Context: an optimization exercise on an open-source flow, tuned for a short achievable clock period and few clock cycles. The choices shown serve that exercise and are no tape-out recipe. RTL that was checked went through simulation tests only; none was proved equivalent to the original. Function not checked in runs 5 to 7: the RTL went through the layout flow alone. No activity file was given, so power comes from the tool's default toggle rates.

<file path="flow/design.v">
`timescale 1ns / 1ps
module top(input clk, reset, input [31:0] InstrF, readDataM,
           output memWriteM, output [31:0] ALUResultM, writeDataM, pcF);
  reg  [31:0] pcF_r;
  reg         validD, predTakenD;
  reg  [31:0] InstrD, PCPlus4D, altPC_D;
  reg  [31:1] rs1oh, rs2oh;
  reg  [31:0] A_E, B_E, SD_E, altPC_E;
  reg         fA_M, fB_M, fS_L, fS_M;
  reg         addE, subE, sltE, xorE, orE, andE;
  reg         branchE, predTakenE, loadE, storeE, regWriteE;
  reg  [4:0]  rdE;
  reg  [31:0] ALUResultM_r, WD_M;
  reg         memWriteM_r, loadM, regWriteM;
  reg  [4:0]  rdM;
  reg  [31:0] resW;
  reg         regWriteW;
  reg  [4:0]  rdW;
  reg  [31:0] rf [1:31];
  assign pcF        = pcF_r;
  assign ALUResultM = ALUResultM_r;
  assign memWriteM  = memWriteM_r;
  assign writeDataM = WD_M;
  wire mispE;
  wire [6:0]  opF   = InstrF[6:0];
  wire        isJF  = (opF == 7'b1101111);
  wire        isBF  = (opF == 7'b1100011);
  wire        predF = isJF | (isBF & ((InstrF[19:15] == InstrF[24:20]) | InstrF[31]));
  wire [31:0] immBF = {{20{InstrF[31]}}, InstrF[7], InstrF[30:25], InstrF[11:8], 1'b0};
  wire [31:0] immJF = {{12{InstrF[31]}}, InstrF[19:12], InstrF[20], InstrF[30:21], 1'b0};
  wire [31:1] rs1ohF, rs2ohF;
  genvar gi;
  generate
    for (gi = 1; gi < 32; gi = gi + 1) begin : g_oh
      assign rs1ohF[gi] = (InstrF[19:15] == gi);
      assign rs2ohF[gi] = (InstrF[24:20] == gi);
    end
  endgenerate
  wire [31:0] targetJF, targetBF;
  add32 u_tJ (.a(pcF_r), .b(immJF), .s(targetJF));
  add32 u_tB (.a(pcF_r), .b(immBF), .s(targetBF));
  wire [31:0] targetF  = ({32{isJF}} & targetJF) | ({32{~isJF}} & targetBF);
  wire [31:0] PCPlus4F = pcF_r + 32'd4;
  wire        stallD;
  wire [31:0] pcNext   = mispE ? altPC_E : stallD ? pcF_r : predF ? targetF : PCPlus4F;
  always @(posedge clk or posedge reset) begin
    if (reset) begin
      pcF_r      <= 32'd0;
      validD     <= 1'b0;
    end else begin
      pcF_r      <= pcNext;
      if (mispE)
        validD <= 1'b0;
      else if (!stallD)
        validD <= 1'b1;
    end
  end
  always @(posedge clk) begin
      if (!stallD) begin
        predTakenD <= predF;
        InstrD     <= InstrF;
        PCPlus4D   <= PCPlus4F;
        altPC_D    <= predF ? PCPlus4F : targetF;
        rs1oh      <= rs1ohF;
        rs2oh      <= rs2ohF;
      end
  end
  wire [6:0] op  = InstrD[6:0];
  wire [2:0] f3  = InstrD[14:12];
  wire [4:0] rs1 = InstrD[19:15];
  wire [4:0] rs2 = InstrD[24:20];
  wire [4:0] rd  = InstrD[11:7];
  wire isR = (op == 7'b0110011);
  wire isI = (op == 7'b0010011);
  wire isL = (op == 7'b0000011);
  wire isS = (op == 7'b0100011);
  wire isB = (op == 7'b1100011);
  wire isJ = (op == 7'b1101111);
  wire [31:0] immI = {{20{InstrD[31]}}, InstrD[31:20]};
  wire [31:0] immS = {{20{InstrD[31]}}, InstrD[31:25], InstrD[11:7]};
  wire useA  = isR | isI | isL | isS | isB;
  wire useB  = isR | isB;
  wire useSD = isS;
  wire wrD   = (isR | isI | isL | isJ) & (rd != 5'd0);
  reg  [31:0] rf1, rf2;
  integer k;
  always @(*) begin
    rf1 = 32'd0;
    rf2 = 32'd0;
    for (k = 1; k < 32; k = k + 1) begin
      rf1 = rf1 | ({32{rs1oh[k]}} & rf[k]);
      rf2 = rf2 | ({32{rs2oh[k]}} & rf[k]);
    end
  end
  wire [31:0] rw1 = (regWriteW && rdW == rs1) ? resW : rf1;
  wire [31:0] rw2 = (regWriteW && rdW == rs2) ? resW : rf2;
  wire e1 = regWriteE && rdE == rs1;
  wire e2 = regWriteE && rdE == rs2;
  wire m1 = regWriteM && rdM == rs1;
  wire m2 = regWriteM && rdM == rs2;
  wire [31:0] valM = loadM ? readDataM : ALUResultM_r;
  wire [31:0] rv1 = m1 ? valM : rw1;
  wire [31:0] rv2 = m2 ? valM : rw2;
  assign stallD = validD & loadE & ((useA & e1) | (useB & e2));
  wire goE = validD & ~mispE & ~stallD;
  always @(posedge clk or posedge reset) begin
    if (reset) begin
      branchE <= 1'b0; loadE <= 1'b0; storeE <= 1'b0; regWriteE <= 1'b0;
    end else begin
      branchE   <= goE & isB;
      loadE     <= goE & isL;
      storeE    <= goE & isS;
      regWriteE <= goE & wrD;
    end
  end
  always @(posedge clk) begin
      A_E  <= isJ ? PCPlus4D : rv1;
      B_E  <= useB ? rv2 : isJ ? 32'd0 : isS ? immS : immI;
      SD_E <= rv2;
      altPC_E <= altPC_D;
      fA_M <= useA & e1;
      fB_M <= useB & e2;
      fS_L <= useSD & e2 & loadE;
      fS_M <= useSD & e2 & ~loadE;
      addE <= isL | isS | isJ | ((isR | isI) & f3 == 3'b000 & ~(isR & InstrD[30]));
      subE <= isR & f3 == 3'b000 & InstrD[30];
      sltE <= (isR | isI) & f3 == 3'b010;
      xorE <= (isR | isI) & f3 == 3'b100;
      orE  <= (isR | isI) & f3 == 3'b110;
      andE <= (isR | isI) & f3 == 3'b111;
      predTakenE <= predTakenD;
      rdE  <= rd;
  end
  wire [31:0] srcA = fA_M ? ALUResultM_r : A_E;
  wire [31:0] srcB = fB_M ? ALUResultM_r : B_E;
  wire [31:0] sdE  = ({32{fS_L}} & readDataM) | ({32{fS_M}} & ALUResultM_r) |
                     ({32{~(fS_L | fS_M)}} & SD_E);
  wire [31:0] sum, diff;
  add32 u_sum (.a(srcA), .b(srcB), .s(sum));
  sub32 u_diff (.a(srcA), .b(srcB), .d(diff));
  wire        lt   = (srcA[31] ^ srcB[31]) ? srcA[31] : diff[31];
  wire [31:0] aluE = ({32{addE}} & sum) | ({32{subE}} & diff) |
                     ({32{andE}} & (srcA & srcB)) | ({32{orE}} & (srcA | srcB)) |
                     ({32{xorE}} & (srcA ^ srcB)) | {31'd0, sltE & lt};
  wire        eqMB, eqAM, eqAB;
  eq32 u_eqMB (.a(ALUResultM_r), .b(B_E), .eq(eqMB));
  eq32 u_eqAM (.a(A_E), .b(ALUResultM_r), .eq(eqAM));
  eq32 u_eqAB (.a(A_E), .b(B_E), .eq(eqAB));
  wire        eqE  = fA_M ? (fB_M | eqMB) : fB_M ? eqAM : eqAB;
  assign mispE = branchE & (eqE ^ predTakenE);
  always @(posedge clk or posedge reset) begin
    if (reset) begin
      memWriteM_r <= 1'b0; loadM <= 1'b0; regWriteM <= 1'b0;
    end else begin
      memWriteM_r  <= storeE;
      loadM        <= loadE;
      regWriteM    <= regWriteE;
    end
  end
  always @(posedge clk) begin
      ALUResultM_r <= aluE;
      WD_M         <= sdE;
      rdM          <= rdE;
  end
  integer i;
  always @(posedge clk or posedge reset) begin
    if (reset) begin
      regWriteW <= 1'b0;
      for (i = 1; i < 32; i = i + 1) rf[i] <= 32'd0;
    end else begin
      regWriteW <= regWriteM;
      if (regWriteW) rf[rdW] <= resW;
    end
  end
  always @(posedge clk) begin
      resW      <= loadM ? readDataM : ALUResultM_r;
      rdW       <= rdM;
  end
endmodule
module add32(input [31:0] a, b, output [31:0] s);
  assign s = a + b;
endmodule
module sub32(input [31:0] a, b, output [31:0] d);
  assign d = a - b;
endmodule
module eq32(input [31:0] a, b, output eq);
  assign eq = (a == b);
endmodule
</file>
<file path="flow/run.sh">
#!/bin/bash
# synth_recipe.tcl (not shown) runs the flow's synth.tcl, then flattens the netlist and writes it again
# the make line also repeats each setting of config.mk as NAME=value (left out here)
make -C /OpenROAD-flow-scripts/flow DESIGN_CONFIG=/design/flow/config.mk WORK_HOME=/design/flow/orfs CLKGATE_MAP_FILE= SYNTH_SCRIPT=/design/flow/synth_recipe.tcl finish
</file>
<file path="flow/config.mk">
export PLATFORM = sky130hd
export DESIGN_NAME = top
export DESIGN_NICKNAME = top
export VERILOG_FILES = /design/flow/design.v
export SDC_FILE = /design/flow/constraint.sdc
export NUM_CORES = 4
export LEC_CHECK = 0
export CAP_MARGIN = 20
export CELL_PAD_IN_SITES_DETAIL_PLACEMENT = 2
export CELL_PAD_IN_SITES_GLOBAL_PLACEMENT = 2
export CORE_MARGIN = 2
export CORE_UTILIZATION = 50
export PLACE_DENSITY = 0.7
export SETUP_SLACK_MARGIN = 5
export SLEW_MARGIN = 20
export SYNTH_HIERARCHICAL = 1
export SYNTH_MINIMUM_KEEP_SIZE = 0
export TNS_END_PERCENT = 100
</file>
<file path="flow/constraint.sdc">
create_clock -name core_clock -period 8.0 [get_ports {clk}]
set_input_delay 1.6000 -clock core_clock [delete_from_list [all_inputs] [get_ports {clk}]]
set_output_delay 1.6000 -clock core_clock [all_outputs]
set_load 0.01 [all_outputs]
</file>
==> results of run 1 <==
power groups by stage:
stage / clock network (uW) / logic, uW / registers [uW]
after floorplan: 0 / 1880 / 8170
after global placement: 0 / 2820 / 8340
after detailed placement: 0 / 2950 / 8360
per-module statistics from Yosys, one instance, submodules excluded:
module	flops+latches	cells inside	cell area [um^2]
sub32	0	279	1839
top	1442	5536	66870
add32	0	241	1744
eq32	0	43	346.6
logic make-up after synthesis:
group,count (synthesis)
DFF,1442
adders and majority gates,193
buffers and inverters,698
and+or+nand+nor,1189
AOI/OAI and AO/OA,1746
xor gates and xnor gates,267
muxes,1131
other,1
how the worst max path moves through the flow:
stage | slack, ns | endpoint | cells past startpoint
global placement | 2.27 | pcF_r[31] | 13
detailed placement | 2.10 | altPC_D[31] | 11
floorplan | -7.84 | branchE | 1
metrics by stage:
stage          utilization (%)  setup TNS (ns)
2_1_floorplan                -        -8098.54
3_3_place_gp             52.69               0
3_5_place_dp             52.71               0
==> out/metrics.yaml, run 1 <==
synthXorXnorAreaFrac_pct: 3.119
synth.distinct_cells: 95
die_h_um: 391.3
synth-adder-area-share_pct: 3.261
dp_cells: 8481
synth_cells: 6667
start_util_pct: 50.18
synth_top_family_by_area: "compound AO/OA/AOI/OAI gates"
hold_buffers: 0
synth_top_area_cell: "dfrtp_1"
synth_mux_area_share_pct: 16.84
synthTopCellsByCount: "mux2_2 (1038), dfrtp_1 (1033), a22oi_1 (698), clkbuf_1 (438), nor2_1 (293)"
place_ws_ns: 2.103
synth-edff-count: 159
dpl_cell_area_um2: 78760
io_pins: 163
yosysMostFrequentCell: "mux2_2"
rows: 142
syn-cell-area_um2: 74980
dp.final_hpwl_mm: 234.2
htreeDepth: 4
gp_congestion: 0.9306
cts_setup_buffers: 243
synth_top_area_share_pct: 34.48
ys_async_sr_fraction_pct: 71.64
synth-seq-cells: 1442
synth_area_leaders: "dfrtp_1 (34%), mux2_2 (16%), a22oi_1 (7.0%)"
cts.sinks: 1442
port_buffers: 162
lastStage: "clock tree synthesis"
synth_seq_area_share_pct: 47.52
die_w_um: 391.3
numCtsBuffers: 161
yosysWarnings: 8
synth_compound_area_share_pct: 17.78
cts_root_buf: "clkbuf_16"
synth_simple_gate_area_share_pct: 7.908
clock_path_buffers: 3
postSynthAreaPerCell_um2: 11.25
synth_ff_type: "dfrtp_1"
postCtsResizedCells: 1372
outcome: "did not finish"
firstError: "[ERROR DPL-0033] detailed placement checks failed during check placement."
Testbench counts, summed over its fixed seeds: cycles 19,318.
==> run 2: changes to the inputs <==
--- a/flow/config.mk
+++ b/flow/config.mk
@@ -9,8 +9,7 @@
 export CELL_PAD_IN_SITES_DETAIL_PLACEMENT = 2
 export CELL_PAD_IN_SITES_GLOBAL_PLACEMENT = 2
 export CORE_MARGIN = 2
-export CORE_UTILIZATION = 50
-export PLACE_DENSITY = 0.7
+export CORE_UTILIZATION = 30
 export SETUP_SLACK_MARGIN = 5
 export SLEW_MARGIN = 20
 export SYNTH_HIERARCHICAL = 1
==> run 2 against run 1 <==
Effect of this change: the run now finishes clean; synthesized cell count stayed put; area after synthesis stayed put.
==> out/metrics.yaml, run 2 <==
outcome: "complete, no violations"
fin_nets: 7314
postSynthAreaPerCell_um2: 11.25
wl_per_cell_um: 40.85
fp.dieArea_um2: 254000
via_count: 67590
worstMarginPinSlew_ns: 1.218
synthXorXnorAreaFrac_pct: 3.119
p_clk_share_pct: 39.4
overflow: 0
synth_top_area_cell: "dfrtp_1"
grt_use_total_pct: 32.28
insertion_delay_ns: 0.87
syn-cell-area_um2: 74980
path_class: "flip-flop to flip-flop"
vdd_drop_max_mv: 0.2444
rsz0062_at_grt: "yes"
cts.sinks: 1442
cts_tree: "built"
hp-class: "flip-flop to flip-flop"
numCtsBuffers: 169
detail_route.wirelength_mm: 430.5
first_pass_iters: 8
min_period_ns: 3.647
path_clk_slew_ns: 0.06
use_met3_pct: 8.085
antenna_found_initial: 19
die_h_um: 503.9
drc_errors: 0
first_global_vias: 69850
fmax_mhz: 274.2
first_iter_violations: 9338
path_max_fanout: 5
combPwrFrac_pct: 22.5
final_common_cell: "mux2_2"
synth_top_area_share_pct: 34.48
port_buffers: 162
cts_root_buf: "clkbuf_16"
gp_congestion: 0.9244
busiest_layer: "met2"
synth_top_family_by_area: "compound AO/OA/AOI/OAI gates"
cp.required_ns: 8.72
critPathArrivalTime_ns: 4.36
clock_path_buffers: 3
fp.coreArea_um2: 248700
p_leak_uw: 0.04165
dp.final_hpwl_mm: 247.9
p_sw_uw: 6641
hold_viol_final: 0
ys_async_sr_fraction_pct: 71.64
hold_slack_ns: 0.3407
synth_simple_gate_area_share_pct: 7.908
synth_seq_area_share_pct: 47.52
hold_buffers: 0
grt_pass1_wl_mm: 581.5
finalCritPeriodShare_pct: 45.59
synth-adder-area-share_pct: 3.261
drv_cap: 0
io_pins: 163
layout-drive-gt1-share_pct: 38.55
synth_compound_area_share_pct: 17.78
critPathCaptureType: "flip-flop"
yosysWarnings: 8
fin_skew_ns: 0.04513
synthTopCellsByCount: "mux2_2 (1038), dfrtp_1 (1033), a22oi_1 (698), clkbuf_1 (438), nor2_1 (293)"
layout.cells.non_filler: 10540
power_frac_seq_pct: 38.2
use_met1_pct: 44.29
p_int_uw: 14690
p_per_area_nw_per_um2: 224.5
layout_common_cells: "mux2_2 (1035), dfrtp_1 (998), a22oi_1 (686)"
dp_cells: 9823
swShare_pct: 31.13
finalSetupViolations: 0
largest_reg_flops: 992
synth_area_leaders: "dfrtp_1 (34%), mux2_2 (16%), a22oi_1 (7.0%)"
synth_ff_type: "dfrtp_1"
synth.distinct_cells: 95
start_util_pct: 30.15
synth-seq-cells: 1442
die_w_um: 503.9
areaGrowthSynthToFinish_pct: 26.75
synth-edff-count: 159
ant_nets: 0
finalSetupTns_ns: 0
synth_mux_area_share_pct: 16.84
avgViaCountPerCell: 6.414
rows: 183
regMostFlops: "rf"
htreeDepth: 4
slew_headroom_pct: 18.79
critPathLaunchType: "flip-flop"
drv_slew: 0
synth_cells: 6667
yosysMostFrequentCell: "mux2_2"
grt_util_met2_pct: 47.37
grt_max_degree: 155
[run 2: metrics by stage]
stage	setup WS, ns	utilization (%)	power [uW]	area, um^2
floorplan	-7.840	-	10050	75010
global placement	2.611	32.42	11230	80620
detailed placement	2.598	32.43	11320	80640
CTS	4.445	37.08	20570	92200
global route	4.252	38.21	21940	95020
finish	4.353	38.22	21330	95040
[run 2: cells by family (layout without fill, tap and decap cells)]
family                   count (synthesis)  in the layout
buffers and inverters                  698           1225
XOR/XNOR                               267            267
multiplexers                          1131           1131
flip-flops                            1442           1442
AO/OA/AOI/OAI                         1746           1746
other                                    1             11
adder cells (fa/ha/maj)                193            193
AND/OR/NAND/NOR                       1189           1193
[run 2: power groups by stage]
stage | Clock [uW] | Sequential, uW | Combinational [uW]
2_1_floorplan | 0 | 8170 | 1880
3_3_place_gp | 0 | 8350 | 2880
3_5_place_dp | 0 | 8370 | 2950
4_1_cts | 8460 | 8110 | 4010
5_1_grt | 8760 | 8150 | 5030
6_report | 8400 | 8140 | 4790
[run 2: per-layer routing]
| layer | routed length [um] | share of wire, % | up-vias |
|---|---|---|---|
| li1 | - | - | 26300 |
| met1 | 179700 | 42 | 36260 |
| met2 | 183900 | 43 | 3995 |
| met3 | 43030 | 10 | 1026 |
| met4 | 23810 | 5.5 | 6 |
| met5 | 55 | 0.013 | - |
[run 2: worst max-delay path: stages, from the launching register on]
cell,delay [ns]
dfxtp_4,0.35
buf_4,0.14
buf_12,0.14
buf_12,0.12
mux2i_4,0.18
inv_2,0.11
inv_2,0.05
ha_4,0.17
fa_2,0.45
nor2b_4,0.18
o2111ai_4,0.17
nand2_2,0.14
a31o_4,0.23
buf_6,0.12
a21oi_4,0.07
o311ai_4,0.36
xor2_2,0.14
a22oi_2,0.22
o2111ai_2,0.15
[run 2: worst paths after layout]
kind,end,slack (ns),start,cells past startpoint
max in group asynchronous,rf[22][29],5.41,reset,4
min in group asynchronous,rf[30][1],1.35,reset,3
min reg2reg,altPC_E[3],0.34,altPC_D[3],0
max reg2reg,ALUResultM_r[30],4.35,fA_M,18
min,altPC_E[3],0.34,altPC_D[3],0
max,ALUResultM_r[30],4.35,fA_M,18
[run 2: area by class of cell]
type / count / area [um^2]
Fill cell: 25500 / 153600
Multi-Input combinational cell: 4532 / 41150
Sequential cell: 1442 / 35850
Timing Repair Buffer: 759 / 7377
Clock buffer: 247 / 4957
Tap cell: 3330 / 4167
Clock inverter: 68 / 934.6
Inverter: 150 / 580.6
Antenna cell: 9 / 22.52
Timing Repair inverter: 1 / 5.005
[run 2: per-module statistics from Yosys (local to each module, per instance)]
module / copies in the design / cells
eq32: 3 / 43
sub32: 1 / 279
add32: 3 / 241
top: 1 / 5536
[run 2: timing repair]
| action | in CTS | in global routing |
|---|---|---|
| gates cloned | 24 | 3 |
| pin swaps | 138 | 222 |
| endpoints found under the setup margin | 851 | 538 |
| buffers inserted | 236 | 128 |
| gates resized for setup | 1284 | 371 |
==> run 3: changes to the inputs <==
--- a/flow/design.v
+++ b/flow/design.v
@@ -17,8 +17,10 @@
   reg         regWriteW;
   reg  [4:0]  rdW;
   reg  [31:0] rf [1:31];
+  reg  [31:1] weW;     
   assign pcF        = pcF_r;
-  assign ALUResultM = ALUResultM_r;
+  reg  [31:0] addrM;
+  assign ALUResultM = addrM;
   assign memWriteM  = memWriteM_r;
   assign writeDataM = WD_M;
   wire mispE;
@@ -39,10 +41,12 @@
   wire [31:0] targetJF, targetBF;
   add32 u_tJ (.a(pcF_r), .b(immJF), .s(targetJF));
   add32 u_tB (.a(pcF_r), .b(immBF), .s(targetBF));
-  wire [31:0] targetF  = ({32{isJF}} & targetJF) | ({32{~isJF}} & targetBF);
   wire [31:0] PCPlus4F = pcF_r + 32'd4;
   wire        stallD;
-  wire [31:0] pcNext   = mispE ? altPC_E : stallD ? pcF_r : predF ? targetF : PCPlus4F;
+  wire        takeF    = ~mispE & ~stallD & predF;
+  wire [31:0] pcOther  = mispE ? altPC_E : stallD ? pcF_r : PCPlus4F;
+  wire [31:0] pcNext   = ({32{takeF & isJF}} & targetJF) | ({32{takeF & ~isJF}} & targetBF) |
+                         ({32{~takeF}} & pcOther);
   always @(posedge clk or posedge reset) begin
     if (reset) begin
       pcF_r      <= 32'd0;
@@ -60,7 +64,8 @@
         predTakenD <= predF;
         InstrD     <= InstrF;
         PCPlus4D   <= PCPlus4F;
-        altPC_D    <= predF ? PCPlus4F : targetF;
+        altPC_D    <= ({32{predF}} & PCPlus4F) | ({32{~predF & isJF}} & targetJF) |
+                      ({32{~predF & ~isJF}} & targetBF);
         rs1oh      <= rs1ohF;
         rs2oh      <= rs2ohF;
       end
@@ -136,9 +141,10 @@
   wire [31:0] sdE  = ({32{fS_L}} & readDataM) | ({32{fS_M}} & ALUResultM_r) |
                      ({32{~(fS_L | fS_M)}} & SD_E);
   wire [31:0] sum, diff;
-  add32 u_sum (.a(srcA), .b(srcB), .s(sum));
-  sub32 u_diff (.a(srcA), .b(srcB), .d(diff));
-  wire        lt   = (srcA[31] ^ srcB[31]) ? srcA[31] : diff[31];
+  fwd_add32 u_sum (.fa(fA_M), .fb(fB_M), .m(ALUResultM_r), .a(A_E), .b(B_E), .s(sum));
+  fwd_sub32 u_diff (.fa(fA_M), .fb(fB_M), .m(ALUResultM_r), .a(A_E), .b(B_E), .d(diff));
+  wire        lt;
+  fwd_lt32 u_lt (.fa(fA_M), .fb(fB_M), .m(ALUResultM_r), .a(A_E), .b(B_E), .lt(lt));
   wire [31:0] aluE = ({32{addE}} & sum) | ({32{subE}} & diff) |
                      ({32{andE}} & (srcA & srcB)) | ({32{orE}} & (srcA | srcB)) |
                      ({32{xorE}} & (srcA ^ srcB)) | {31'd0, sltE & lt};
@@ -159,6 +165,7 @@
   end
   always @(posedge clk) begin
       ALUResultM_r <= aluE;
+      addrM        <= sum;
       WD_M         <= sdE;
       rdM          <= rdE;
   end
@@ -166,10 +173,14 @@
   always @(posedge clk or posedge reset) begin
     if (reset) begin
       regWriteW <= 1'b0;
+      weW <= 31'd0;
       for (i = 1; i < 32; i = i + 1) rf[i] <= 32'd0;
     end else begin
       regWriteW <= regWriteM;
-      if (regWriteW) rf[rdW] <= resW;
+      for (i = 1; i < 32; i = i + 1) begin
+        weW[i] <= regWriteM && rdM == i;
+        if (weW[i]) rf[i] <= resW;
+      end
     end
   end
   always @(posedge clk) begin
@@ -186,3 +197,18 @@
 module eq32(input [31:0] a, b, output eq);
   assign eq = (a == b);
 endmodule
+module fwd_add32(input fa, fb, input [31:0] m, a, b, output [31:0] s);
+  wire [31:0] x = fa ? m : a;
+  wire [31:0] y = fb ? m : b;
+  assign s = x + y;
+endmodule
+module fwd_sub32(input fa, fb, input [31:0] m, a, b, output [31:0] d);
+  wire [31:0] x = fa ? m : a;
+  wire [31:0] y = fb ? m : b;
+  assign d = x - y;
+endmodule
+module fwd_lt32(input fa, fb, input [31:0] m, a, b, output lt);
+  wire [31:0] x = fa ? m : a;
+  wire [31:0] y = fb ? m : b;
+  assign lt = $signed(x) < $signed(y);
+endmodule
==> run 3 against run 2 <==
Effect of this change: clock skew shrank 0.0023 ns; wire length rose by 3.2%; combinational power increased by 3%; setup slack better by 0.039 ns; clock power rose by 4.5%; area after synthesis up 6.1%.
==> out/metrics.yaml, run 3 <==
fin_nets: 7623
cts_root_buf: "clkbuf_16"
htreeDepth: 4
hold_slack_ns: 0.3314
vdd_drop_max_mv: 0.2324
crit_buf_inv: 3
hp-class: "flip-flop to flip-flop"
wl_per_cell_um: 40.30
min_period_ns: 3.608
regMostFlops: "rf"
largest_reg_flops: 992
hold_viol_final: 0
synth_top_area_share_pct: 33.46
ant_nets: 0
postSynthAreaPerCell_um2: 11.26
worstMarginPinSlew_ns: 1.264
grt_use_total_pct: 31.57
cp_slowest_stage_delay_ns: 0.59
final_common_cell: "mux2_2"
fmax_mhz: 277.2
detail_route.wirelength_mm: 444.4
grt_max_degree: 175
synth_top_area_cell: "dfrtp_1"
p_per_area_nw_per_um2: 226.7
layout-drive-gt1-share_pct: 36.58
first_pass_iters: 9
via_count: 70430
numCtsBuffers: 177
dp.final_hpwl_mm: 258.7
cts.sinks: 1505
areaGrowthSynthToFinish_pct: 23.17
grt_pass1_wl_mm: 604.1
drc_errors: 0
drv_cap: 0
path_clk_slew_ns: 0.06
rows: 189
critPathArrivalTime_ns: 4.32
die_h_um: 519.0
overflow: 0
hold_buffers: 0
finalCritPeriodShare_pct: 45.09
cts_tree: "built"
path_max_fanout: 8
yosysMostFrequentCell: "mux2_2"
insertion_delay_ns: 0.87
critical-path-top-delay-family: "simple AND/OR/NAND/NOR gates"
path_class: "flip-flop to flip-flop"
first_global_vias: 72800
path_cells: "buf_12 -> buf_8 -> mux2_4 -> ha_4 -> nand2_2 -> or4_4 -> o21ai_4 -> a311oi_4 -> or2_1 -> buf_6 -> xnor2_4 -> a222oi_1 -> nand2_1"
yosysWarnings: 8
finalSetupViolations: 0
slew_headroom_pct: 15.70
synthTopCellsByCount: "mux2_2 (1160), dfrtp_1 (1064), a22oi_1 (677), clkbuf_1 (391), nor2_1 (317)"
ys_async_sr_fraction_pct: 70.70
start_util_pct: 30.10
cp.required_ns: 8.71
layout_common_cells: "mux2_2 (1140), dfrtp_1 (999), a22oi_1 (669)"
first_iter_violations: 9751
stdcell_area_um2: 98010
fp.coreArea_um2: 264400
dpl_cell_area_um2: 85090
syn-cell-area_um2: 79580
synth.distinct_cells: 122
outcome: "complete, no violations"
drv_slew: 0
critPathLaunchType: "flip-flop"
synth_cells: 7069
io_pins: 163
fin_skew_ns: 0.04281
gp_congestion: 0.8806
port_buffers: 162
avgViaCountPerCell: 6.388
critPathCaptureType: "flip-flop"
synth_seq_area_share_pct: 46.55
die_w_um: 519.0
rsz0062_at_grt: "yes"
slowest_stage: "or4_4"
synth-edff-count: 159
p_leak_uw: 0.04279
antenna_found_initial: 37
synth_area_leaders: "dfrtp_1 (33%), mux2_2 (16%), dfxtp_1 (7.1%)"
synth_ff_type: "dfrtp_1"
fp.dieArea_um2: 269400
clock_path_buffers: 3
synth-seq-cells: 1505
[run 3: cell families after synthesis]
family                     share of synthesized area [%]
buffers and inverters                              3.726
adders and majority gates                          3.560
xor gates and xnor gates                           2.972
AOI/OAI and AO/OA                                  17.07
DFF                                                46.55
muxes                                              18.17
other                                           0.004712
and+or+nand+nor                                    7.947
[run 3: path summary, 6_finish.rpt]
| path | from | endpoint | slack (ns) | cells past startpoint |
|---|---|---|---|---|
| max in group asynchronous | reset | pcF_r[27] | 5.33 | 5 |
| worst max register to register | fA_M | ALUResultM_r[25] | 4.39 | 13 |
| min in group asynchronous | reset | rf[13][2] | 1.32 | 3 |
| worst min-delay path | altPC_D[1] | altPC_E[1] | 0.33 | 0 |
| worst max-delay path | fA_M | ALUResultM_r[25] | 4.39 | 13 |
| worst min register to register | altPC_D[1] | altPC_E[1] | 0.33 | 0 |
[run 3: modules after synthesis (local to each module, per instance)]
module	copies in the design	area [um^2]	flops+latches
top	1	68420	1505
fwd_add32	1	2660	0
fwd_lt32	1	1408	0
eq32	3	346.6	0
fwd_sub32	1	2561	0
add32	2	1744	0
[run 3: where the power goes]
part           switching (uW)  total [uW]  leakage, uW  internal, uW
combinational            2950        4950       0.0209          2000
sequential                335        8490       0.0189          8150
clock                    3610        8780      0.00304          5170
[run 3: metrics by stage]
step	utilization [%]	TNS, ns	instances	power, uW	setup WS, ns
floorplan	-	-8802.94	7070	10480	-8.273
global placement	32.17	0	10380	11900	2.714
detailed placement	32.18	0	10380	11960	2.678
CTS	36.19	0	10910	21640	4.537
global route	37.07	0	11020	22850	4.357
finish	37.07	0	11030	22220	4.392
[run 3: area by class of cell]
type,count,area [um^2]
antenna,8,20.02
clock buffer,264,5271
clock inverter,66,922.1
fill,27370,166400
inverter,169,666.9
multi-input combinational,4811,43060
sequential,1505,37350
tap,3533,4420
timing repair buffer,668,6296
timing repair inverter,1,5.005
[run 3: timing repair]
action / in CTS / in global routing
cloned: 19 / 6
endpoints found under the setup margin: 743 / 556
gates resized for setup: 1148 / 293
buffers inserted: 183 / 102
pin swaps: 166 / 178
endpoints found under the hold margin: 0 / 0
[run 3: routing by layer]
metal	vias up	share of wire, %	track usage, %
met4	16	5.2	14.41
met1	37830	42	43.07
met2	4044	43	47.38
li1	27510	-	-
met5	-	0.031	0
met3	1035	9.8	7.146
Testbench counts of run 3, summed over its fixed seeds: cycles 19,318.
==> run 4: changes to the inputs <==
--- a/flow/config.mk
+++ b/flow/config.mk
@@ -6,10 +6,10 @@
 export NUM_CORES = 4
 export LEC_CHECK = 0
 export CAP_MARGIN = 20
-export CELL_PAD_IN_SITES_DETAIL_PLACEMENT = 2
-export CELL_PAD_IN_SITES_GLOBAL_PLACEMENT = 2
+export CELL_PAD_IN_SITES_DETAIL_PLACEMENT = 1
+export CELL_PAD_IN_SITES_GLOBAL_PLACEMENT = 1
 export CORE_MARGIN = 2
-export CORE_UTILIZATION = 30
+export CORE_UTILIZATION = 40
 export SETUP_SLACK_MARGIN = 5
 export SLEW_MARGIN = 20
 export SYNTH_HIERARCHICAL = 1
==> run 4 against run 3 <==
Effect of this change: critical path type unchanged; still clean; global-route usage grew 7.0 points; combinational power shrank 6.5%; largest power group is now sequential cells; area after synthesis is the same; total power shrank 3.6%.
==> out/metrics.yaml, run 4 <==
ant_nets: 0
hold_buffers: 0
path_cells: "buf_12 -> buf_16 -> mux2_4 -> ha_4 -> nand2_2 -> or4_4 -> o21ai_4 -> buf_12 -> a311oi_4 -> or2_4 -> xnor2_2 -> a222oi_1 -> nand2_1"
start_util_pct: 40.31
stdcell_area_um2: 97150
final_common_cell: "mux2_2"
path_max_fanout: 6
rsz0062_at_grt: "yes"
synth_top_area_share_pct: 33.46
worstMarginPinSlew_ns: 1.208
synth_ff_type: "dfrtp_1"
finalSetupViolations: 0
htreeDepth: 4
cts_root_buf: "clkbuf_16"
min_period_ns: 3.498
fmax_mhz: 285.9
slowest_stage: "or4_4"
path_clk_slew_ns: 0.06
largest_reg_flops: 992
avgViaCountPerCell: 6.935
synthTopCellsByCount: "mux2_2 (1160), dfrtp_1 (1064), a22oi_1 (677), clkbuf_1 (391), nor2_1 (317)"
cts_tree: "built"
synth_seq_area_share_pct: 46.55
dp.final_hpwl_mm: 228.5
port_buffers: 162
critPathArrivalTime_ns: 4.20
areaGrowthSynthToFinish_pct: 22.09
syn-cell-area_um2: 79580
fin_skew_ns: 0.03299
grt_pass1_wl_mm: 556.9
drv_cap: 0
fin_nets: 7612
first_pass_iters: 7
synth_area_leaders: "dfrtp_1 (33%), mux2_2 (16%), dfxtp_1 (7.1%)"
first_global_vias: 70220
ys_async_sr_fraction_pct: 70.70
io_pins: 163
swShare_pct: 30.49
p_per_area_nw_per_um2: 220.3
cts.sinks: 1505
hold_viol_final: 0
rows: 163
insertion_delay_ns: 0.86
yosysWarnings: 8
overflow: 0
postSynthAreaPerCell_um2: 11.26
synth_cells: 7069
synth_top_area_cell: "dfrtp_1"
layout-drive-gt1-share_pct: 36.65
fp.dieArea_um2: 202500
layout.cells.non_filler: 10120
gp_congestion: 0.9397
critPathCaptureType: "flip-flop"
die_h_um: 450.0
antenna_found_initial: 17
p_leak_uw: 0.04263
cpMostUsedCell: "buf_12"
path_class: "flip-flop to flip-flop"
slew_headroom_pct: 19.47
synth-seq-cells: 1505
die_w_um: 450.0
grt_use_total_pct: 38.54
p_sw_uw: 6527
outcome: "complete, no violations"
dpl_cell_area_um2: 83800
layout_common_cells: "mux2_2 (1125), dfrtp_1 (1001), a22oi_1 (668)"
drc_errors: 0
p_clk_share_pct: 38.8
drv_slew: 0
detail_route.wirelength_mm: 404.3
via_count: 70190
hp-class: "flip-flop to flip-flop"
dp_cells: 9464
numCtsBuffers: 169
yosysMostFrequentCell: "mux2_2"
critical-path-top-delay-family: "simple AND/OR/NAND/NOR gates"
critPathLaunchType: "flip-flop"
fillers: 20340
fin_total_pwr_uw: 21410
wl_per_cell_um: 39.94
p_int_uw: 14880
worst_slack_ns: 4.502
place_ws_ns: 2.699
synth-edff-count: 159
first_iter_violations: 10540
cp.required_ns: 8.70
regMostFlops: "rf"
cp_slowest_stage_delay_ns: 0.58
vdd_drop_max_mv: 0.2471
grt_max_degree: 149
power_frac_seq_pct: 39.6
clock_path_buffers: 3
synth.distinct_cells: 122
fp.coreArea_um2: 197400
crit_buf_inv: 3
combPwrFrac_pct: 21.6
finalCritPeriodShare_pct: 43.73
==> run 4: cell count changes in the layout (fill, tap and decap cells not counted), moves of 10 or more <==
cell             change
dfxtp_4             +12
dfxtp_2             -11
mux2_2              -15
clkdlybuf4s15_2     +21
xor2_1              +13
buf_2               -22
mux2_4              +15
buf_4               -10
ha_1                -22
ha_4                +31
==> run 4: path summary, 6_finish.rpt <==
check	from	endpoint	slack, ns	depth (start not counted)
setup / recovery	fB_M	ALUResultM_r[25]	4.50	13
hold / removal	altPC_D[14]	altPC_E[14]	0.33	0
setup reg to reg	fB_M	ALUResultM_r[25]	4.50	13
hold reg to reg	altPC_D[14]	altPC_E[14]	0.33	0
max in group asynchronous	reset	rf[28][24]	5.19	4
min in group asynchronous	reset	rf[29][3]	1.16	2
==> run 4: power groups by stage <==
stage	Clock [uW]	Sequential (uW)	Combinational (uW)
after floorplan	0	8540	1940
after global placement	0	8760	3010
after detailed placement	0	8770	3060
after CTS	8330	8480	4150
after global routing	8640	8500	4850
final	8300	8480	4630
==> run 4: kinds of logic (layout without fill, tap and decap cells) <==
family / count (synthesis) / count (layout) / share of synthesized area [%]
xor+xnor: 270 / 270 / 2.972
other cells: 1 / 16 / 0.004712
simple gates: 1251 / 1253 / 7.947
compound gates: 1760 / 1762 / 17.07
mux: 1298 / 1298 / 18.17
flops: 1505 / 1505 / 46.55
fa+ha+maj: 224 / 224 / 3.560
buf+inv: 760 / 1153 / 3.726
==> run 4: layout make-up <==
class | count | area [um^2] | share of cell area, %
clock buffers | 261 | 5122 | 5.272
well taps | 2640 | 3303 | 3.400
multi-input cells | 4809 | 43390 | 44.66
flip-flops and latches | 1505 | 37380 | 38.48
clock inverters | 55 | 705.7 | 0.7263
repair buffers | 668 | 6553 | 6.744
diodes | 14 | 35.03 | 0.03606
inverters | 169 | 661.9 | 0.6813
==> run 4: worst reg2reg max path, delay by kind of cell (launching register included) <==
family,cells,cell delay (ns)
compound gates,3,0.62
xor+xnor,1,0.17
fa+ha+maj,1,0.29
buf+inv,3,0.46
flops,1,0.49
mux,1,0.32
simple gates,4,1.02
==> run 4: routing by layer <==
layer	global-route usage [%]	share of wire (%)	up-vias
met5	0.1657	0.026	-
met4	23.84	7.2	10
met3	10.73	11	1316
met2	55.64	42	4798
met1	50.97	39	36550
li1	-	-	27520
==> run 4: Yosys stat by module, one instance, submodules excluded <==
module,times used,flip-flops and latches,area (um^2),cells
eq32,3,0,346.6,43
top,1,1505,68420,5641
add32,2,0,1744,241
fwd_lt32,1,0,1408,153
fwd_add32,1,0,2660,338
fwd_sub32,1,0,2561,326
==> run 4: what timing repair did <==
item                        CTS  global route
pin swaps                   208           163
gates resized for setup    1245           240
setup endpoints to repair   430           416
setup buffers               210            88
gates cloned                 25             4
==> run 4: metrics by stage <==
stage          hold slack (ns)   TNS, ns  utilization, %
2_1_floorplan           0.3233  -8802.94               -
3_3_place_gp            0.3240         0           42.43
3_5_place_dp            0.3279         0           42.45
4_1_cts                 0.3167         0           48.25
5_1_grt                 0.3237         0           49.20
6_report                0.3310         0           49.21
==> run 5: changes to the inputs <==
--- a/flow/design.v
+++ b/flow/design.v
@@ -6,7 +6,8 @@
   reg  [31:0] InstrD, PCPlus4D, altPC_D;
   reg  [31:1] rs1oh, rs2oh;
   reg  [31:0] A_E, B_E, SD_E, altPC_E;
-  reg         fA_M, fB_M, fS_L, fS_M;
+  reg         fS_L, fS_M;
+  reg  [31:0] fwdA_r, fwdB_r;
   reg         addE, subE, sltE, xorE, orE, andE;
   reg         branchE, predTakenE, loadE, storeE, regWriteE;
   reg  [4:0]  rdE;
@@ -108,6 +109,8 @@
   wire [31:0] rv2 = m2 ? valM : rw2;
   assign stallD = validD & loadE & ((useA & e1) | (useB & e2));
   wire goE = validD & ~mispE & ~stallD;
+  wire fAn = useA & e1;
+  wire fBn = useB & e2;
   always @(posedge clk or posedge reset) begin
     if (reset) begin
       branchE <= 1'b0; loadE <= 1'b0; storeE <= 1'b0; regWriteE <= 1'b0;
@@ -119,12 +122,10 @@
     end
   end
   always @(posedge clk) begin
-      A_E  <= isJ ? PCPlus4D : rv1;
-      B_E  <= useB ? rv2 : isJ ? 32'd0 : isS ? immS : immI;
+      A_E  <= fAn ? 32'd0 : isJ ? PCPlus4D : rv1;
+      B_E  <= fBn ? 32'd0 : useB ? rv2 : isJ ? 32'd0 : isS ? immS : immI;
       SD_E <= rv2;
       altPC_E <= altPC_D;
-      fA_M <= useA & e1;
-      fB_M <= useB & e2;
       fS_L <= useSD & e2 & loadE;
       fS_M <= useSD & e2 & ~loadE;
       addE <= isL | isS | isJ | ((isR | isI) & f3 == 3'b000 & ~(isR & InstrD[30]));
@@ -136,23 +137,20 @@
       predTakenE <= predTakenD;
       rdE  <= rd;
   end
-  wire [31:0] srcA = fA_M ? ALUResultM_r : A_E;
-  wire [31:0] srcB = fB_M ? ALUResultM_r : B_E;
+  wire [31:0] srcA = fwdA_r | A_E;
+  wire [31:0] srcB = fwdB_r | B_E;
   wire [31:0] sdE  = ({32{fS_L}} & readDataM) | ({32{fS_M}} & ALUResultM_r) |
                      ({32{~(fS_L | fS_M)}} & SD_E);
   wire [31:0] sum, diff;
-  fwd_add32 u_sum (.fa(fA_M), .fb(fB_M), .m(ALUResultM_r), .a(A_E), .b(B_E), .s(sum));
-  fwd_sub32 u_diff (.fa(fA_M), .fb(fB_M), .m(ALUResultM_r), .a(A_E), .b(B_E), .d(diff));
+  fwd_add32 u_sum (.xa(fwdA_r), .a(A_E), .xb(fwdB_r), .b(B_E), .s(sum));
+  fwd_sub32 u_diff (.xa(fwdA_r), .a(A_E), .xb(fwdB_r), .b(B_E), .d(diff));
   wire        lt;
-  fwd_lt32 u_lt (.fa(fA_M), .fb(fB_M), .m(ALUResultM_r), .a(A_E), .b(B_E), .lt(lt));
+  fwd_lt32 u_lt (.xa(fwdA_r), .a(A_E), .xb(fwdB_r), .b(B_E), .lt(lt));
   wire [31:0] aluE = ({32{addE}} & sum) | ({32{subE}} & diff) |
                      ({32{andE}} & (srcA & srcB)) | ({32{orE}} & (srcA | srcB)) |
                      ({32{xorE}} & (srcA ^ srcB)) | {31'd0, sltE & lt};
-  wire        eqMB, eqAM, eqAB;
-  eq32 u_eqMB (.a(ALUResultM_r), .b(B_E), .eq(eqMB));
-  eq32 u_eqAM (.a(A_E), .b(ALUResultM_r), .eq(eqAM));
-  eq32 u_eqAB (.a(A_E), .b(B_E), .eq(eqAB));
-  wire        eqE  = fA_M ? (fB_M | eqMB) : fB_M ? eqAM : eqAB;
+  wire        eqE;
+  fwd_eq32 u_eq (.xa(fwdA_r), .a(A_E), .xb(fwdB_r), .b(B_E), .eq(eqE));
   assign mispE = branchE & (eqE ^ predTakenE);
   always @(posedge clk or posedge reset) begin
     if (reset) begin
@@ -165,6 +163,8 @@
   end
   always @(posedge clk) begin
       ALUResultM_r <= aluE;
+      fwdA_r       <= aluE & {32{fAn}};
+      fwdB_r       <= aluE & {32{fBn}};
       addrM        <= sum;
       WD_M         <= sdE;
       rdM          <= rdE;
@@ -197,18 +197,15 @@
 module eq32(input [31:0] a, b, output eq);
   assign eq = (a == b);
 endmodule
-module fwd_add32(input fa, fb, input [31:0] m, a, b, output [31:0] s);
-  wire [31:0] x = fa ? m : a;
-  wire [31:0] y = fb ? m : b;
-  assign s = x + y;
-endmodule
-module fwd_sub32(input fa, fb, input [31:0] m, a, b, output [31:0] d);
-  wire [31:0] x = fa ? m : a;
-  wire [31:0] y = fb ? m : b;
-  assign d = x - y;
-endmodule
-module fwd_lt32(input fa, fb, input [31:0] m, a, b, output lt);
-  wire [31:0] x = fa ? m : a;
-  wire [31:0] y = fb ? m : b;
-  assign lt = $signed(x) < $signed(y);
-endmodule
+module fwd_add32(input [31:0] xa, a, xb, b, output [31:0] s);
+  assign s = (xa | a) + (xb | b);
+endmodule
+module fwd_sub32(input [31:0] xa, a, xb, b, output [31:0] d);
+  assign d = (xa | a) - (xb | b);
+endmodule
+module fwd_lt32(input [31:0] xa, a, xb, b, output lt);
+  assign lt = $signed(xa | a) < $signed(xb | b);
+endmodule
+module fwd_eq32(input [31:0] xa, a, xb, b, output eq);
+  assign eq = ((xa | a) == (xb | b));
+endmodule
--- a/flow/config.mk
+++ b/flow/config.mk
@@ -6,10 +6,10 @@
 export NUM_CORES = 4
 export LEC_CHECK = 0
 export CAP_MARGIN = 20
-export CELL_PAD_IN_SITES_DETAIL_PLACEMENT = 1
-export CELL_PAD_IN_SITES_GLOBAL_PLACEMENT = 1
+export CELL_PAD_IN_SITES_DETAIL_PLACEMENT = 2
+export CELL_PAD_IN_SITES_GLOBAL_PLACEMENT = 2
 export CORE_MARGIN = 2
-export CORE_UTILIZATION = 40
+export CORE_UTILIZATION = 30
 export SETUP_SLACK_MARGIN = 5
 export SLEW_MARGIN = 20
 export SYNTH_HIERARCHICAL = 1
==> run 5 against run 4 <==
Effect of this change: still clean; non-clock buffer count fell by 27; die area rose by 33%; core utilization fell by 12 points; first-iteration DRC count fell by 16%; via count fell by 0.40%; largest cell class unchanged; largest power group unchanged; total power rose by 6.4%; critical endpoint is now pcF_r[18]; sequential power rose by 4.6%.
==> out/metrics.yaml, run 5 <==
areaGrowthSynthToFinish_pct: 22.91
slew_headroom_pct: 13.69
ys_async_sr_fraction_pct: 67.90
dp.final_hpwl_mm: 262.8
synth.distinct_cells: 113
drv_cap: 0
dpl_cell_area_um2: 85340
hold_buffers: 0
largest_reg_flops: 992
crit_end: "pcF_r[18]"
grt_max_degree: 160
p_per_area_nw_per_um2: 233.2
stdcell_area_um2: 97650
fp.coreArea_um2: 263000
start_util_pct: 30.21
via_count: 69910
cts.sinks: 1567
fillers: 27320
hold_depth: 0
cp_slowest_stage_delay_ns: 0.56
wl_per_cell_um: 39.32
path_cells: "or4_4 -> a21oi_4 -> nand4_1 -> nor4_4 -> xor2_2 -> and2_4 -> buf_12 -> clkinvlp_4 -> buf_12 -> nand4_1 -> buf_6 -> o31ai_4 -> o22ai_1 -> a2bb2oi_1"
port_buffers: 162
finalSetupTns_ns: 0
insertion_delay_ns: 0.86
path_class: "flip-flop to flip-flop"
synth-edff-count: 159
p_int_uw: 15630
synth-seq-cells: 1567
timing.rr.end: "pcF_r[18]"
synth_cells: 7241
power_frac_seq_pct: 39.0
ant_nets: 0
reg2reg_depth: 14
synth_seq_area_share_pct: 48.19
postSynthAreaPerCell_um2: 10.97
slowest_stage: "nor4_4"
worstMarginPinSlew_ns: 1.295
startpoint: "fwdA_r[8]"
fmax_mhz: 266.5
rows: 188
fp.dieArea_um2: 269000
numCtsBuffers: 183
finalSetupViolations: 0
avgViaCountPerCell: 6.256
fin_skew_ns: 0.04892
cts_root_buf: "clkbuf_16"
vdd_drop_max_mv: 0.2212
first_global_vias: 72550
p_clk_share_pct: 38.9
swShare_pct: 31.37
min_period_ns: 3.752
finalCritPeriodShare_pct: 46.91
critPathArrivalTime_ns: 4.49
first_pass_iters: 9
overflow: 0
combPwrFrac_pct: 22.1
syn-cell-area_um2: 79450
yosysWarnings: 8
synth_top_area_share_pct: 33.51
fin_nets: 7779
antenna_found_initial: 25
first_iter_violations: 8812
worstReg2RegStart: "fwdA_r[8]"
synth_area_leaders: "dfrtp_1 (34%), mux2_2 (15%), dfxtp_1 (8.7%)"
hp-class: "flip-flop to flip-flop"
synth_ff_type: "dfrtp_1"
io_pins: 163
htreeDepth: 4
drv_slew: 0
critPathLaunchType: "flip-flop"
synthTopCellsByCount: "dfrtp_1 (1064), mux2_2 (1027), a22oi_1 (699), nor2_1 (470), clkbuf_1 (431)"
path_max_fanout: 6
cts_tree: "built"
hold_viol_final: 0
critPathCaptureType: "flip-flop"
outcome: "complete, no violations"
drc_errors: 0
r2r_slack_ns: 4.25
path_clk_slew_ns: 0.06
clock_path_buffers: 3
grt_pass1_wl_mm: 599.4
p_sw_uw: 7143
layout_common_cells: "mux2_2 (1026), dfrtp_1 (999), a22oi_1 (697)"
gp_congestion: 0.8851
p_leak_uw: 0.04286
final_common_cell: "mux2_2"
detail_route.wirelength_mm: 439.4
synth_top_area_cell: "dfrtp_1"
regMostFlops: "rf"
grt_use_total_pct: 31.36
cp.required_ns: 8.74
die_w_um: 518.6
layout-drive-gt1-share_pct: 35.97
die_h_um: 518.6
yosysMostFrequentCell: "dfrtp_1"
rsz0062_at_grt: "yes"
==> run 5: cell types whose count changed after synthesis, sizes merged, moves of 62 or more <==
cell   previous run  this run
dfxtp           282       344
mux2           1160      1027
mux2i           138        14
nand2           283       347
nor2            319       472
o21ai           113       202
or2              13       200
xor2            176       100
==> run 5: layout make-up <==
class	instances	area (um^2)	area share [%]
Timing Repair inverter	1	8.758	0.008969
Clock inverter	71	888.4	0.9097
Timing Repair Buffer	641	5712	5.849
Inverter	168	666.9	0.6829
Tap cell	3515	4398	4.504
Clock buffer	271	5354	5.483
Sequential cell	1567	38480	39.40
Multi-Input combinational cell	4927	42110	43.13
Antenna cell	14	35.03	0.03588
==> run 5: critical path, delay by kind of cell (launching register included) <==
kind	cells	cell delay, ns
AO/OA/AOI/OAI	4	0.78
XOR/XNOR	1	0.17
buffers and inverters	4	0.55
flip-flops	1	0.37
AND/OR/NAND/NOR	5	1.76
==> run 5: Yosys stat by module (local to each module, per instance) <==
module,cells inside,area [um^2],copies in the design
fwd_eq32,106,591.8,1
add32,241,1744,2
fwd_lt32,142,991.0,1
fwd_sub32,315,2150,1
top,5906,70100,1
fwd_add32,290,2130,1
==> run 5: logic make-up (layout without fill, tap and decap cells) <==
kind of cell	after synthesis	count (layout)	synth area share, %
XOR/XNOR	208	208	2.302
other	1	16	0.004720
buffers and inverters	750	1152	3.632
flip-flops	1567	1567	48.19
AND/OR/NAND/NOR	1605	1607	10.04
multiplexers	1041	1041	14.73
adder cells (fa/ha/maj)	224	224	3.566
AO/OA/AOI/OAI	1845	1845	17.54
==> run 5: repair_timing <==
item / in CTS / in global routing
gates cloned: 10 / 6
resized for setup: 1062 / 341
endpoints found under the setup margin: 732 / 558
setup buffers: 171 / 84
endpoints found under the hold margin: 0 / 0
pin swaps: 146 / 185
==> run 5: per-layer routing <==
metal	GRT usage, %	part of all wire (%)
met4	16.23	6.1
met3	6.192	8.4
met1	43.43	43
met2	46.09	43
met5	0	0.012
==> run 5: power groups by stage <==
stage               clock (uW)  sequential, uW  combinational [uW]
CTS                       8960            8850                4250
detailed placement           0            9160                3310
finish                    8860            8870                5040
global placement             0            9140                3230
global route              9270            8880                5300
floorplan                    0            8870                2110
==> run 5: stage by stage <==
step / hold WS [ns] / total power (uW) / util, % / setup slack (ns) / cells
after global placement: 0.3241 / 12370 / 32.44 / 2.772 / 10550
final: 0.3262 / 22770 / 37.13 / 4.248 / 11180
after global routing: 0.3329 / 23460 / 37.13 / 4.218 / 11170
after detailed placement: 0.3279 / 12460 / 32.45 / 2.676 / 10550
after floorplan: 0.3233 / 10980 / - / -8.273 / 7242
after CTS: 0.3159 / 22060 / 36.24 / 4.242 / 11070
==> run 5: worst min-delay path by stage <==
stage	startpoint	end	slack [ns]
floorplan	altPC_D[0]	altPC_E[0]	0.32
global placement	altPC_D[26]	altPC_E[26]	0.32
detailed placement	altPC_D[26]	altPC_E[26]	0.33
CTS	altPC_D[20]	altPC_E[20]	0.32
global route	altPC_D[28]	altPC_E[28]	0.33
finish	altPC_D[28]	altPC_E[28]	0.33
==> run 6: changes to the inputs <==
--- a/flow/design.v
+++ b/flow/design.v
@@ -40,14 +40,25 @@
     end
   endgenerate
   wire [31:0] targetJF, targetBF;
-  add32 u_tJ (.a(pcF_r), .b(immJF), .s(targetJF));
-  add32 u_tB (.a(pcF_r), .b(immBF), .s(targetBF));
+  wire        cJ, cB;
+  wire [11:0] hiJp, hiJm;
+  wire [19:0] hiBp, hiBm;
+  addc20 u_tJlo (.a(pcF_r[19:0]), .b(immJF[19:0]), .s(targetJF[19:0]), .c(cJ));
+  addc12 u_tBlo (.a(pcF_r[11:0]), .b(immBF[11:0]), .s(targetBF[11:0]), .c(cB));
+  incdec12 u_tJhi (.a(pcF_r[31:20]), .p(hiJp), .m(hiJm));
+  incdec20 u_tBhi (.a(pcF_r[31:12]), .p(hiBp), .m(hiBm));
+  wire        sF = InstrF[31];
+  assign targetJF[31:20] = ({12{~sF &  cJ}} & hiJp) | ({12{sF & ~cJ}} & hiJm) |
+                           ({12{sF == cJ}} & pcF_r[31:20]);
+  assign targetBF[31:12] = ({20{~sF &  cB}} & hiBp) | ({20{sF & ~cB}} & hiBm) |
+                           ({20{sF == cB}} & pcF_r[31:12]);
   wire [31:0] PCPlus4F = pcF_r + 32'd4;
   wire        stallD;
-  wire        takeF    = ~mispE & ~stallD & predF;
-  wire [31:0] pcOther  = mispE ? altPC_E : stallD ? pcF_r : PCPlus4F;
-  wire [31:0] pcNext   = ({32{takeF & isJF}} & targetJF) | ({32{takeF & ~isJF}} & targetBF) |
+  wire        takeF    = ~stallD & predF;
+  wire [31:0] pcOther  = stallD ? pcF_r : PCPlus4F;
+  wire [31:0] pcNorm   = ({32{takeF & isJF}} & targetJF) | ({32{takeF & ~isJF}} & targetBF) |
                          ({32{~takeF}} & pcOther);
+  wire [31:0] pcNext   = mispE ? altPC_E : pcNorm;
   always @(posedge clk or posedge reset) begin
     if (reset) begin
       pcF_r      <= 32'd0;
@@ -209,3 +220,17 @@
 module fwd_eq32(input [31:0] xa, a, xb, b, output eq);
   assign eq = ((xa | a) == (xb | b));
 endmodule
+module addc20(input [19:0] a, b, output [19:0] s, output c);
+  assign {c, s} = {1'b0, a} + {1'b0, b};
+endmodule
+module addc12(input [11:0] a, b, output [11:0] s, output c);
+  assign {c, s} = {1'b0, a} + {1'b0, b};
+endmodule
+module incdec12(input [11:0] a, output [11:0] p, m);
+  assign p = a + 12'd1;
+  assign m = a - 12'd1;
+endmodule
+module incdec20(input [19:0] a, output [19:0] p, m);
+  assign p = a + 20'd1;
+  assign m = a - 20'd1;
+endmodule
==> run 6 against run 5 <==
Effect of this change: wire length up 0.48%; combinational power shrank 23%; worst hold slack worse by 0.00057 ns; fmax down 4.0%; count of clock-buffer cells in the layout decreased by 3; global-route usage rose by 0.81 points; area after synthesis decreased by 0.60%; sequential power decreased by 2%; sequential share of layout area rose by 0.71 points; total power down 4.5%; clock power is 3.6% higher; critical endpoint is now fwdB_r[24]; critical path type unchanged.
==> out/metrics.yaml, run 6 <==
outcome: "complete, no violations"
synth-seq-cells: 1567
largest_reg_flops: 992
insertion_delay_ns: 0.89
path_cells: "or2_4 -> ha_4 -> fa_2 -> a211o_1 -> a2111oi_4 -> nor4b_4 -> nor3_2 -> buf_4 -> buf_6 -> buf_6 -> o21ai_4 -> buf_6 -> buf_4 -> a41oi_4 -> xnor2_2 -> nand2_1 -> o21ai_2 -> a211oi_4 -> nor2_1"
synth_cells: 7171
critPathCaptureType: "flip-flop"
rsz0062_at_grt: "yes"
postSynthAreaPerCell_um2: 11.01
dp.final_hpwl_mm: 263.5
first_pass_iters: 9
worstMarginPinSlew_ns: 1.197
p_per_area_nw_per_um2: 226.6
syn-cell-area_um2: 78970
fp.dieArea_um2: 267400
layout-drive-gt1-share_pct: 33.82
critical-path-top-delay-family: "compound AO/OA/AOI/OAI gates"
drv_slew: 0
grt_use_total_pct: 32.17
cts.sinks: 1567
vdd_drop_max_mv: 0.2295
die_w_um: 517.1
ant_nets: 0
layout_common_cells: "mux2_2 (1034), dfrtp_1 (1005), nor2_1 (472)"
first_global_vias: 72450
dpl_cell_area_um2: 84540
detail_route.wirelength_mm: 441.5
first_iter_violations: 9014
start_util_pct: 30.14
crit_buf_inv: 5
synth_area_leaders: "dfrtp_1 (34%), mux2_2 (15%), dfxtp_1 (8.7%)"
synth_top_area_cell: "dfrtp_1"
antenna_found_initial: 27
ys_async_sr_fraction_pct: 67.90
hold_buffers: 0
yosysWarnings: 8
path_class: "flip-flop to flip-flop"
rows: 188
path_clk_slew_ns: 0.07
overflow: 0
synth.distinct_cells: 109
slowest_stage: "a2111oi_4"
finalCritPeriodShare_pct: 48.84
fp.coreArea_um2: 262000
grt_pass1_wl_mm: 603.3
min_period_ns: 3.907
yosysMostFrequentCell: "dfrtp_1"
hold_viol_final: 0
cts_root_buf: "clkbuf_16"
gp_congestion: 0.8703
drc_errors: 0
critPathLaunchType: "flip-flop"
fin_skew_ns: 0.06229
port_buffers: 162
grt_max_degree: 151
cp_slowest_stage_delay_ns: 0.48
cts_tree: "built"
final_util_pct: 36.63
final_common_cell: "mux2_2"
finalSetupViolations: 0
wl_per_cell_um: 39.74
synth_ff_type: "dfrtp_1"
critPathArrivalTime_ns: 4.62
io_pins: 163
areaGrowthSynthToFinish_pct: 21.53
cpMostUsedCell: "buf_6"
fmax_mhz: 256.0
fin_nets: 7690
stdcell_area_um2: 95970
avgViaCountPerCell: 6.289
synth_seq_area_share_pct: 48.48
synth-edff-count: 159
via_count: 69880
drv_cap: 0
die_h_um: 517.1
hp-class: "flip-flop to flip-flop"
path_max_fanout: 3
numCtsBuffers: 187
slew_headroom_pct: 19.95
synthTopCellsByCount: "dfrtp_1 (1064), mux2_2 (1034), nor2_1 (491), a22oi_1 (451), clkbuf_1 (412)"
fillers: 27290
clock_path_buffers: 3
regMostFlops: "rf"
synth_top_area_share_pct: 33.72
p_leak_uw: 0.04264
cp.required_ns: 8.72
htreeDepth: 4
-- run 6: cell types whose count changed in the layout (fill, tap and decap cells not counted), sizes merged, moves of 48 or more --
cell and delta:
a221oi +126, a22o +139, a22oi -251, nand3 -48, nor3 +93, o21ai -82
-- run 6: what timing repair did --
item / 4_1_cts / 5_1_grt
endpoints found under the setup margin: 828 / 604
resized for setup: 982 / 193
buffers inserted: 173 / 80
pin swaps: 129 / 126
cloned: 9 / 5
-- run 6: cells by family (layout without fill, tap and decap cells) --
kind of cell,after synthesis,after routing,share of synthesized area [%]
flops,1567,1567,48.48
other cells,1,11,0.004749
mux,1049,1049,14.94
compound gates,1682,1682,16.60
buf+inv,737,1150,3.614
fa+ha+maj,202,202,3.238
simple gates,1714,1716,10.69
xor+xnor,219,219,2.438
-- run 6: area by class of cell --
class / count / area, um^2 / area share [%]
Clock inverter: 86 / 1167 / 1.216
Multi-Input combinational cell: 4870 / 39980 / 41.65
Antenna cell: 9 / 22.52 / 0.02347
Timing Repair Buffer: 641 / 6010 / 6.262
Clock buffer: 268 / 5295 / 5.517
Timing Repair inverter: 1 / 5.005 / 0.005215
Sequential cell: 1567 / 38500 / 40.11
Tap cell: 3515 / 4398 / 4.582
Inverter: 154 / 601.8 / 0.6271
-- run 6: where the power goes --
part / internal (uW) / total (uW) / switching, uW
logic: 1530 / 3890 / 2360
registers: 8410 / 8680 / 274
clock network: 5310 / 9180 / 3860
-- run 6: final timing paths --
kind | from | end | slack, ns | cells after the start
min in group asynchronous | reset | rf[20][6] | 1.19 | 2
worst min-delay path | altPC_D[6] | altPC_E[6] | 0.33 | 0
worst max-delay path | A_E[0] | fwdB_r[24] | 4.09 | 19
max in group asynchronous | reset | rf[11][20] | 5.37 | 5
worst min register to register | altPC_D[6] | altPC_E[6] | 0.33 | 0
worst max register to register | A_E[0] | fwdB_r[24] | 4.09 | 19
-- run 6: through the flow --
step / hold WS (ns) / std cells / setup TNS, ns / worst slack, ns / total power, uW
finish: 0.3256 / 11110 / 0 / 4.093 / 21750
global route: 0.3243 / 11100 / 0 / 3.932 / 22360
CTS: 0.3283 / 11010 / 0 / 4.032 / 21440
detailed placement: 0.3279 / 10480 / 0 / 2.214 / 11680
global placement: 0.3239 / 10480 / 0 / 2.295 / 11600
floorplan: 0.3233 / 7172 / -8802.94 / -8.273 / 10410
-- run 6: Yosys stat by module (local to each module, per instance) --
module / area [um^2] / cells / flops+latches
fwd_lt32: 991.0 / 142 / 0
fwd_sub32: 1976 / 299 / 0
addc20: 1012 / 142 / 0
incdec20: 703.2 / 103 / 0
addc12: 628.1 / 82 / 0
fwd_add32: 2130 / 290 / 0
top: 70490 / 5947 / 1567
fwd_eq32: 591.8 / 106 / 0
incdec12: 446.7 / 60 / 0
-- run 6: metal layers --
metal	share of wire [%]	track usage, %	routed length, um	vias to the layer above
li1	-	-	-	27450
met1	42	43.04	184200	37310
met2	43	48.36	192000	3934
met3	9.0	7.382	39550	1164
met4	5.8	16.49	25610	20
met5	0.030	0	133	-
-- run 6: worst reg2reg max path, delay by kind of cell (launching register included) --
family | cells | cell delay, ns
simple gates | 5 | 0.66
compound gates | 6 | 1.46
buf+inv | 5 | 0.65
flops | 1 | 0.35
fa+ha+maj | 2 | 0.53
xor+xnor | 1 | 0.10
==> run 7: changes to the inputs <==
--- a/flow/design.v
+++ b/flow/design.v
@@ -157,8 +157,7 @@
   fwd_sub32 u_diff (.xa(fwdA_r), .a(A_E), .xb(fwdB_r), .b(B_E), .d(diff));
   wire        lt;
   fwd_lt32 u_lt (.xa(fwdA_r), .a(A_E), .xb(fwdB_r), .b(B_E), .lt(lt));
-  wire [31:0] aluE = ({32{addE}} & sum) | ({32{subE}} & diff) |
-                     ({32{andE}} & (srcA & srcB)) | ({32{orE}} & (srcA | srcB)) |
+  wire [31:0] logE = ({32{andE}} & (srcA & srcB)) | ({32{orE}} & (srcA | srcB)) |
                      ({32{xorE}} & (srcA ^ srcB)) | {31'd0, sltE & lt};
   wire        eqE;
   fwd_eq32 u_eq (.xa(fwdA_r), .a(A_E), .xb(fwdB_r), .b(B_E), .eq(eqE));
@@ -173,9 +172,9 @@
     end
   end
   always @(posedge clk) begin
-      ALUResultM_r <= aluE;
-      fwdA_r       <= aluE & {32{fAn}};
-      fwdB_r       <= aluE & {32{fBn}};
+      ALUResultM_r <= ({32{addE}} & sum) | ({32{subE}} & diff) | logE;
+      fwdA_r       <= ({32{addE & fAn}} & sum) | ({32{subE & fAn}} & diff) | ({32{fAn}} & logE);
+      fwdB_r       <= ({32{addE & fBn}} & sum) | ({32{subE & fBn}} & diff) | ({32{fBn}} & logE);
       addrM        <= sum;
       WD_M         <= sdE;
       rdM          <= rdE;
==> run 7 against run 6 <==
Effect of this change: critical path type unchanged; critical path depth shrank 5; die area shrank 0.87%; wire length shrank 3.2%; largest cell class unchanged; clock power shrank 1%; final area shrank 0.93%; sequential power grew 0.8%.
==> out/metrics.yaml, run 7 <==
critPathLaunchType: "flip-flop"
timing.rr.end: "fwdA_r[30]"
die_w_um: 514.8
dpl_cell_area_um2: 83960
synth-adder-area-share_pct: 3.267
synth_ff_type: "dfrtp_1"
synth_cells: 7025
fin_skew_ns: 0.04362
slew_headroom_pct: 14.05
first_global_vias: 71420
layout-drive-gt1-share_pct: 34.36
hp-class: "flip-flop to flip-flop"
reg2reg_depth: 14
hold_buffers: 0
dp.final_hpwl_mm: 252.0
synth_top_area_share_pct: 34.01
fmax_mhz: 266.0
hp-start: "altPC_D[26]"
largest_reg_flops: 992
ant_nets: 0
p_per_area_nw_per_um2: 228.1
vdd_drop_max_mv: 0.2559
synth_area_leaders: "dfrtp_1 (34%), mux2_2 (15%), dfxtp_1 (8.8%)"
fillers: 26780
yosysMostFrequentCell: "dfrtp_1"
yosysWarnings: 8
syn-cell-area_um2: 78280
drv_slew: 0
synth.distinct_cells: 104
die_h_um: 514.8
areaGrowthSynthToFinish_pct: 21.47
synth-edff-count: 159
synth_seq_area_share_pct: 48.91
htreeDepth: 4
wl_per_cell_um: 39.46
path_clk_slew_ns: 0.07
port_buffers: 162
via_count: 68700
cts.sinks: 1567
grt_use_total_pct: 31.32
path_max_fanout: 5
holdPathEnd: "altPC_E[26]"
ys_async_sr_fraction_pct: 67.90
synth_top_area_cell: "dfrtp_1"
avgViaCountPerCell: 6.345
outcome: "complete, no violations"
grt_pass1_wl_mm: 586.4
cts_root_buf: "clkbuf_16"
stdcell_area_um2: 95080
drc_errors: 0
worstReg2RegStart: "fwdA_r[0]"
fp.coreArea_um2: 259500
cp.required_ns: 8.73
cts_tree: "built"
synth_mux_area_share_pct: 15.09
rsz0062_at_grt: "yes"
hold_viol_final: 0
numCtsBuffers: 184
synth-seq-cells: 1567
regMostFlops: "rf"
synth_compound_area_share_pct: 16.83
gp_congestion: 0.8776
finalCritPeriodShare_pct: 47.00
final_util_pct: 36.64
hold_depth: 0
synth_simple_gate_area_share_pct: 9.760
synthXorXnorAreaFrac_pct: 2.517
worstMarginPinSlew_ns: 1.289
fin_nets: 7517
synth_top_family_by_area: "compound AO/OA/AOI/OAI gates"
finalSetupViolations: 0
==> run 7: cell types whose count changed after synthesis, sizes merged, moves of 50 or more <==
cell | before | now
a21oi | 129 | 217
a22o | 289 | 198
nand2 | 394 | 289
nand4 | 176 | 226
a22oi | 451 | 606
a221oi | 254 | 195
==> run 7: how the worst max path moves through the flow <==
stage                     from         end  slack (ns)  cells past startpoint
global route            B_E[0]  fwdA_r[30]        4.08                     14
global placement    InstrF[24]   pcF_r[20]        2.32                     14
floorplan                reset     branchE       -8.27                      1
CTS                  fwdB_r[0]  fwdA_r[30]        4.08                     14
finish               fwdA_r[0]  fwdA_r[30]        4.24                     14
detailed placement  InstrF[24]   pcF_r[20]        2.37                     14
==> run 7: metal layers <==
layer / wire length, um / up-vias / track usage, %
li1: - / 26950 / -
met1: 181400 / 36750 / 43.09
met2: 182200 / 3922 / 46.07
met3: 38550 / 1064 / 6.636
met4: 25100 / 8 / 16.07
met5: 92 / - / 0
==> run 7: power by group <==
group          leakage (uW)  internal, uW  switching, uW  total, uW
combinational        0.0196          1530           2340       3870
clock               0.00313          5270           3800       9070
sequential           0.0194          8420            335       8750
total                0.0422         15200           6470      21700
==> run 7: layout make-up <==
type	count	area (um^2)	area share (%)
Antenna cell	15	37.54	0.03948
Clock buffer	264	5330	5.606
Clock inverter	83	1074	1.129
Inverter	171	688.2	0.7237
Multi-Input combinational cell	4727	39640	41.69
Sequential cell	1567	38510	40.50
Tap cell	3402	4257	4.477
Timing Repair Buffer	596	5528	5.814
Timing Repair inverter	2	13.76	0.01447
==> run 7: cell families (layout without fill, tap and decap cells) <==
group | Yosys count | count (layout)
xor+xnor | 225 | 225
mux | 1051 | 1051
other cells | 1 | 17
compound gates | 1721 | 1721
flops | 1567 | 1567
buf+inv | 737 | 1116
simple gates | 1521 | 1526
fa+ha+maj | 202 | 202
==> run 7: timing repair <==
| item | 4_1_cts | 5_1_grt |
|---|---|---|
| resized for setup | 1000 | 204 |
| buffers inserted | 168 | 43 |
| pin swaps | 182 | 156 |
| gates cloned | 13 | 5 |
| setup endpoints to repair | 560 | 521 |
==> run 7: modules after synthesis, one instance, submodules excluded <==
module	cells inside	cell area, um^2	copies in the design	flops+latches
fwd_add32	290	2130	1	0
fwd_sub32	299	1976	1	0
top	5801	69800	1	1567
addc20	142	1012	1	0
addc12	82	628.1	1	0
fwd_eq32	106	591.8	1	0
incdec12	60	446.7	1	0
incdec20	103	703.2	1	0
fwd_lt32	142	991.0	1	0
==> run 7: stage by stage <==
stage	total power (uW)	cells	worst slack, ns	setup TNS [ns]	hold slack (ns)
finish	21690	10830	4.240	0	0.3403
global route	22330	10810	4.077	0	0.3488
CTS	21500	10760	4.075	0	0.3423
detailed placement	11770	10240	2.369	0	0.3293
global placement	11700	10230	2.324	0	0.3240
floorplan	10500	7026	-8.273	-8802.94	0.3233
==> run 7: worst max-delay path, stage by stage, from the launching register on <==
cell and delay, ns:
dfxtp_2 0.35, or2_4 0.25, ha_4 0.18, fa_2 0.34, a211o_1 0.35, a2111oi_4 0.48, nor4b_4 0.11, nor3_2 0.12
buf_4 0.16, o211ai_1 0.13, a211oi_2 0.27, xnor2_2 0.14, a222oi_1 0.42, o211a_1 0.26, nor2_1 0.06

Setup slack of run 7, layout unchanged: 4.240 ns with ideal ports, 4.240 ns with driving cells assumed (clock clkbuf_16, inputs buf_2), 3.517 ns with port delays also shifted by the 0.933 ns mid clock arrival.
